From an optimization exercise on the open Yosys and OpenROAD flow, aimed at small area, a short achievable clock period and few clock cycles; shortcuts taken in it are not production practice. In this exercise RTL edits were held to simulation tests only and were not proved equivalent to the original. No activity file was given, so power comes from the tool's default toggle rates.

Design cpu_8bit, start of the top module:
module cpu_8bit (
    input wire clk,
    input wire reset,
    input wire [7:0] data_in,
    output wire [7:0] data_out,
    output wire [7:0] address,
    output wire mem_write
);
Size in the first run: roughly 270 cells after synthesis, roughly 28 flip-flops, about 2000 sq um of cells after synthesis.
==> flow/config.mk <==
export PLATFORM = sky130hd
export DESIGN_NAME = cpu_8bit
export DESIGN_NICKNAME = cpu_8bit
export VERILOG_FILES = /design/flow/design.v
export SDC_FILE = /design/flow/constraint.sdc
export NUM_CORES = 4
export LEC_CHECK = 0
export ABC_AREA = 1
export CAP_MARGIN = 20
export CORE_MARGIN = 2
export CORE_UTILIZATION = 40
export SETUP_SLACK_MARGIN = 2.0
export SLEW_MARGIN = 20
==> flow/constraint.sdc <==
create_clock -name core_clock -period 4.0 [get_ports {clk}]
set_input_delay 0.8000 -clock core_clock [delete_from_list [all_inputs] [get_ports {clk}]]
set_output_delay 0.8000 -clock core_clock [all_outputs]
set_load 0.01 [all_outputs]
standard.sh (not shown) runs the stock make flow with config.mk's settings and CLKGATE_MAP_FILE= SYNTH_SCRIPT=/design/flow/synth_recipe.tcl, a recipe that flattens the netlist after the stock synthesis.
==> flow/flow/run.sh <==
#!/bin/bash
# Standard layout, except:
#  - synthesis maps with flow/abc.script and without full/half-adder cells,
#  - the ports get plain buffers,
#  - resizing may change a cell's footprint.
F=$(pwd)/flow
export FLOW_ABC_SCRIPT=$F/abc.script
export BUFFER_PORTS_ARGS="-buffer_cell sky130_fd_sc_hd__buf_1"
bash standard.sh SYNTH_SCRIPT=$F/synth_abc.tcl ADDER_MAP_FILE= MATCH_CELL_FOOTPRINT=0 finish > standard.log 2>&1
==> flow/flow/abc.script <==
strash
dch
map -a
topo
stime -c
buffer -c
upsize -c
dnsize -c
==> flow/flow/synth_abc.tcl <==
# synth_recipe.tcl with one change: abc runs the script in flow/abc.script
# instead of ORFS's abc_area.script. Everything else is the same.
proc synth {args} { yosys synth -nofsm -noshare {*}$args }
proc abc {args} {
  set i [lsearch -exact $args -script]
  if { $i >= 0 } { lset args [expr {$i + 1}] $::env(FLOW_ABC_SCRIPT) }
  yosys abc {*}$args
}
source $::env(SCRIPTS_DIR)/synth.tcl
# left out here: clear keep_hierarchy, flatten, clean up, hide names made inside functions, write 1_2_yosys.v
Testbench counts at the start, summed over its fixed seeds: cycles 52,861.
Change:
--- a/flow/flow/run.sh
+++ b/flow/flow/run.sh
@@ -6,4 +6,4 @@
 F=$(pwd)/flow
 export FLOW_ABC_SCRIPT=$F/abc.script
-export BUFFER_PORTS_ARGS="-buffer_cell sky130_fd_sc_hd__buf_1"
+export BUFFER_PORTS_ARGS="-buffer_cell sky130_fd_sc_hd__buf_2"
 bash standard.sh SYNTH_SCRIPT=$F/synth_abc.tcl ADDER_MAP_FILE= MATCH_CELL_FOOTPRINT=0 finish > standard.log 2>&1
==> flow/flow/abc.script (replaced) <==
strash
dch
map -a -B 0.9
mfs2
topo
stime -c
buffer -c
upsize -c
dnsize -c
The new run failed in 1_2_yosys.
Change:
==> flow/flow/abc.script (replaced) <==
strash
dch
map -a
topo
stime -c
buffer -c
upsize -c
dnsize -c
CTS_CLUSTER_DIAMETER = 200   (was default)
CTS_CLUSTER_SIZE = 40   (was default)
Result: This time the run passed the timing, design-rule and antenna checks.
Change:
==> flow/flow/abc.script (replaced) <==
strash
dch
map -D 1000
topo
stime -c
buffer -c
upsize -c -D 1000
dnsize -c -D 1000
CTS_CLUSTER_DIAMETER = default   (was 200)
CTS_CLUSTER_SIZE = default   (was 40)
Effect: Design area went down by 1.2%; first-iteration DRC count went up by 110%; total power went down by 3.4%; routed wire length went up by 2.9%; worst setup slack loses 47 ps; sequential share of layout area went up by 0.37 points.
Change:
==> flow/flow/abc.script (replaced) <==
strash
dch
map -a
topo
stime -c
buffer -c
upsize -c
dnsize -c
CTS_BUF_LIST = sky130_fd_sc_hd__clkbuf_16   (was default)
The new run ran to the end with no violations.
Final cell count rises by 0.84%.
Non-clock buffer count climbs by 1.
Wire length went down by 2.3%.
Total power grows by 9.5%.
Die area rises by 1.8%.
Hold slack got worse by 9.2 ps.
Change:
CTS_BUF_LIST = default   (was sky130_fd_sc_hd__clkbuf_16)
SETUP_SLACK_MARGIN = 2.1   (was 2.0)
Sequential share of layout area came out higher by 0.13 points.
Die area does not change.
Hold slack is better by 6.8 ps.
Wire length grows slightly.
Worst setup slack loses 24 ps.

== before ==
cpu_8bit, a different RTL version from the one above (not shown whole).
Size in the first run: roughly 27 I/O pins.
==> flow/config.mk <==
export PLATFORM = sky130hd
export DESIGN_NAME = cpu_8bit
export DESIGN_NICKNAME = cpu_8bit
export VERILOG_FILES = /design/flow/design.v
export SDC_FILE = /design/flow/constraint.sdc
export NUM_CORES = 4
export LEC_CHECK = 0
export ABC_AREA = 0
export CAP_MARGIN = 20
export CORE_MARGIN = 2
export CORE_UTILIZATION = 40
export SETUP_SLACK_MARGIN = 2.0
export SLEW_MARGIN = 20
==> flow/constraint.sdc <==
create_clock -name core_clock -period 4.0 [get_ports {clk}]
set_input_delay 0.8000 -clock core_clock [delete_from_list [all_inputs] [get_ports {clk}]]
set_output_delay 0.8000 -clock core_clock [all_outputs]
set_load 0.01 [all_outputs]
==> flow/flow/run.sh <==
#!/bin/bash
# Standard layout, except: no full/half-adder cells in synthesis, plain
# buffers on the ports, and resizing free to change a cell's footprint.
export BUFFER_PORTS_ARGS="-buffer_cell sky130_fd_sc_hd__buf_2"
bash standard.sh ADDER_MAP_FILE= MATCH_CELL_FOOTPRINT=0 finish > standard.log 2>&1
Testbench counts of before, summed over its fixed seeds: cycles 52,861.
Input-level comparison between after and before:
# before
export LEC_CHECK = 0
export ABC_AREA = 0
export CAP_MARGIN = 20
export CORE_MARGIN = 2
export CORE_UTILIZATION = 40
export SETUP_SLACK_MARGIN = 2.0
export SLEW_MARGIN = 20
create_clock -name core_clock -period 4.0 [get_ports {clk}]
# after
export LEC_CHECK = 0
export ABC_AREA = 1
export CAP_MARGIN = 20
export CORE_MARGIN = 2
export CORE_UTILIZATION = 40
export SETUP_SLACK_MARGIN = 2.0
export SLEW_MARGIN = 20
create_clock -name core_clock -period 4.0 [get_ports {clk}]
==> flow/flow/run.sh <==
#!/bin/bash
# Standard layout, except:
#  - synthesis maps with flow/abc.script and without full/half-adder cells,
#  - the ports get plain buffers,
#  - resizing may change a cell's footprint.
F=$(pwd)/flow
export FLOW_ABC_SCRIPT=$F/abc.script
export BUFFER_PORTS_ARGS="-buffer_cell sky130_fd_sc_hd__buf_2"
bash standard.sh SYNTH_SCRIPT=$F/synth_abc.tcl ADDER_MAP_FILE= MATCH_CELL_FOOTPRINT=0 finish > standard.log 2>&1
==> flow/flow/abc.script (new file) <==
strash
dch
map -a -B 0.9
topo
stime -c
buffer -c
upsize -c
dnsize -c
==> flow/flow/synth_abc.tcl (new file) <==
# synth_recipe.tcl with one change: abc runs the script in flow/abc.script
# instead of ORFS's abc_area.script. Everything else is the same.
proc synth {args} { yosys synth -nofsm -noshare {*}$args }
proc abc {args} {
  set i [lsearch -exact $args -script]
  if { $i >= 0 } { lset args [expr {$i + 1}] $::env(FLOW_ABC_SCRIPT) }
  yosys abc {*}$args
}
source $::env(SCRIPTS_DIR)/synth.tcl
# left out here: clear keep_hierarchy, flatten, clean up, hide names made inside functions, write 1_2_yosys.v
### Flow results
after reached the final stage; the timing, design-rule and antenna checks on its layout passed. before -> after: leakage power figure decreased by more than 10%. Taking after over before, the total number of tap cells ratio works out to 0.75. Delta(fraction of power consumed by the clock network, after - before) > 0.

cpu_8bit with an RTL version that a note above also has.
export LEC_CHECK = 0
export ABC_AREA = 1
export CAP_MARGIN = 20
export CORE_MARGIN = 2
export CORE_UTILIZATION = 40
export SETUP_SLACK_MARGIN = 2.0
export SLEW_MARGIN = 20
create_clock -name core_clock -period 4.0 [get_ports {clk}]
==> flow/flow/run.sh <==
#!/bin/bash
# Standard layout, except:
#  - synthesis maps with flow/abc.script and without full/half-adder cells,
#  - the ports get plain buffers,
#  - resizing may change a cell's footprint.
F=$(pwd)/flow
export FLOW_ABC_SCRIPT=$F/abc.script
export BUFFER_PORTS_ARGS="-buffer_cell sky130_fd_sc_hd__buf_2"
bash standard.sh SYNTH_SCRIPT=$F/synth_abc.tcl ADDER_MAP_FILE= MATCH_CELL_FOOTPRINT=0 finish > standard.log 2>&1
==> flow/flow/abc.script <==
strash
dc2
resyn2
dch
map -a -B 0.9
topo
stime -c
buffer -c
upsize -c
dnsize -c
==> flow/flow/synth_abc.tcl <==
# synth_recipe.tcl with one change: abc runs the script in flow/abc.script
# instead of ORFS's abc_area.script. Everything else is the same.
proc synth {args} { yosys synth -nofsm -noshare {*}$args }
proc abc {args} {
  set i [lsearch -exact $args -script]
  if { $i >= 0 } { lset args [expr {$i + 1}] $::env(FLOW_ABC_SCRIPT) }
  yosys abc {*}$args
}
source $::env(SCRIPTS_DIR)/synth.tcl
# left out here: clear keep_hierarchy, flatten, clean up, hide names made inside functions, write 1_2_yosys.v
The starting point never finished: it broke off in 1_2_yosys.
Testbench counts at the start, summed over its fixed seeds: cycles 52,861.
Change:
==> flow/flow/abc.script (replaced) <==
strash
dch
map -a
topo
stime -c
buffer -c
upsize -c
dnsize -c
CORE_UTILIZATION = 50   (was 40)
What happened: The new run finished with timing, DRC and antenna clean.
Change:
==> flow/flow/abc.script (replaced) <==
strash
dch
map -a
topo
stime -c
upsize -c
dnsize -c
CORE_UTILIZATION = 40   (was 50)
Result: Worst setup slack gets worse by 0.027 ns. Design area increases by 1.5%. Final cell count is higher by 2.3%. Count of clock-buffer cells in the layout went down by 1. Global-route usage went down by 2.8 points. Utilization went down by 5.3 points. Non-clock buffer count rises by 5. Via count rises by 2.1%. First-iteration DRC count grows by 32%.
Change:
==> flow/flow/abc.script (replaced) <==
strash
dch
map -a -B 0.9
topo
stime -c
buffer -c
upsize -c
dnsize -c
SETUP_SLACK_MARGIN = 2.3   (was 2.0)
=>
- power went up by about 20%
- worst setup slack degrades by 0.0054 ns
- non-clock buffer count went up by 36
- maximum frequency hardly moves
- clock skew went up by 0.010 ns
- wire length went up by about 20%
- area after synthesis went up by 7.8%
- clock-buffer cell count is unchanged
- cell area went up by about 30%
- synthesized cell count went up by 7.6%

## separate check: timing with driven ports
In the flow no input, the clock included, has a driving cell. The finished layouts below were timed again as built, in two steps. Step 1: set_driving_cell puts a clkbuf_16 on clk and a buf_2 on each other input, an assumption about the parent block. Step 2 adds t to the input delays and takes it off the output delays; t is the mean of the earliest and latest rising clock arrival at the registers after step 1. Input paths then give back, and output paths get back, about the clock's delay inside the block. Slacks: no drivers / after step 1 / after step 2; pairs: no drivers / after step 1.
run | shift t [ns] | setup slack, ns | hold WS [ns]
the first run of note 1 | 0.310 | 2.020 / 1.992 / 1.856 | 0.541 / 0.541 / 0.541
the third run of note 1 | 0.310 | 2.101 / 2.072 / 1.863 | 0.537 / 0.537 / 0.537
the fourth run of note 1 | 0.310 | 2.054 / 2.024 / 1.842 | 0.539 / 0.539 / 0.539
the fifth run of note 1 | 0.299 | 2.123 / 2.089 / 1.865 | 0.530 / 0.530 / 0.530
the sixth run of note 1 | 0.314 | 2.099 / 2.069 / 1.872 | 0.537 / 0.537 / 0.537
before | 0.303 | 1.762 / 1.745 / 1.441 | 0.516 / 0.516 / 0.516
after | 0.294 | 1.782 / 1.753 / 1.459 | 0.522 / 0.522 / 0.522
the second run of note 3 | 0.301 | 2.119 / 2.095 / 1.827 | 0.537 / 0.537 / 0.537
the third run of note 3 | 0.303 | 2.091 / 2.085 / 1.794 | 0.545 / 0.545 / 0.545
the fourth run of note 3 | 0.314 | 2.086 / 2.060 / 1.902 | 0.549 / 0.549 / 0.549
After both steps setup and hold are still met in every run listed. For after, which loses most, drivers alone change the setup slack by -0.029 ns; drivers and shift together by -0.323 ns.
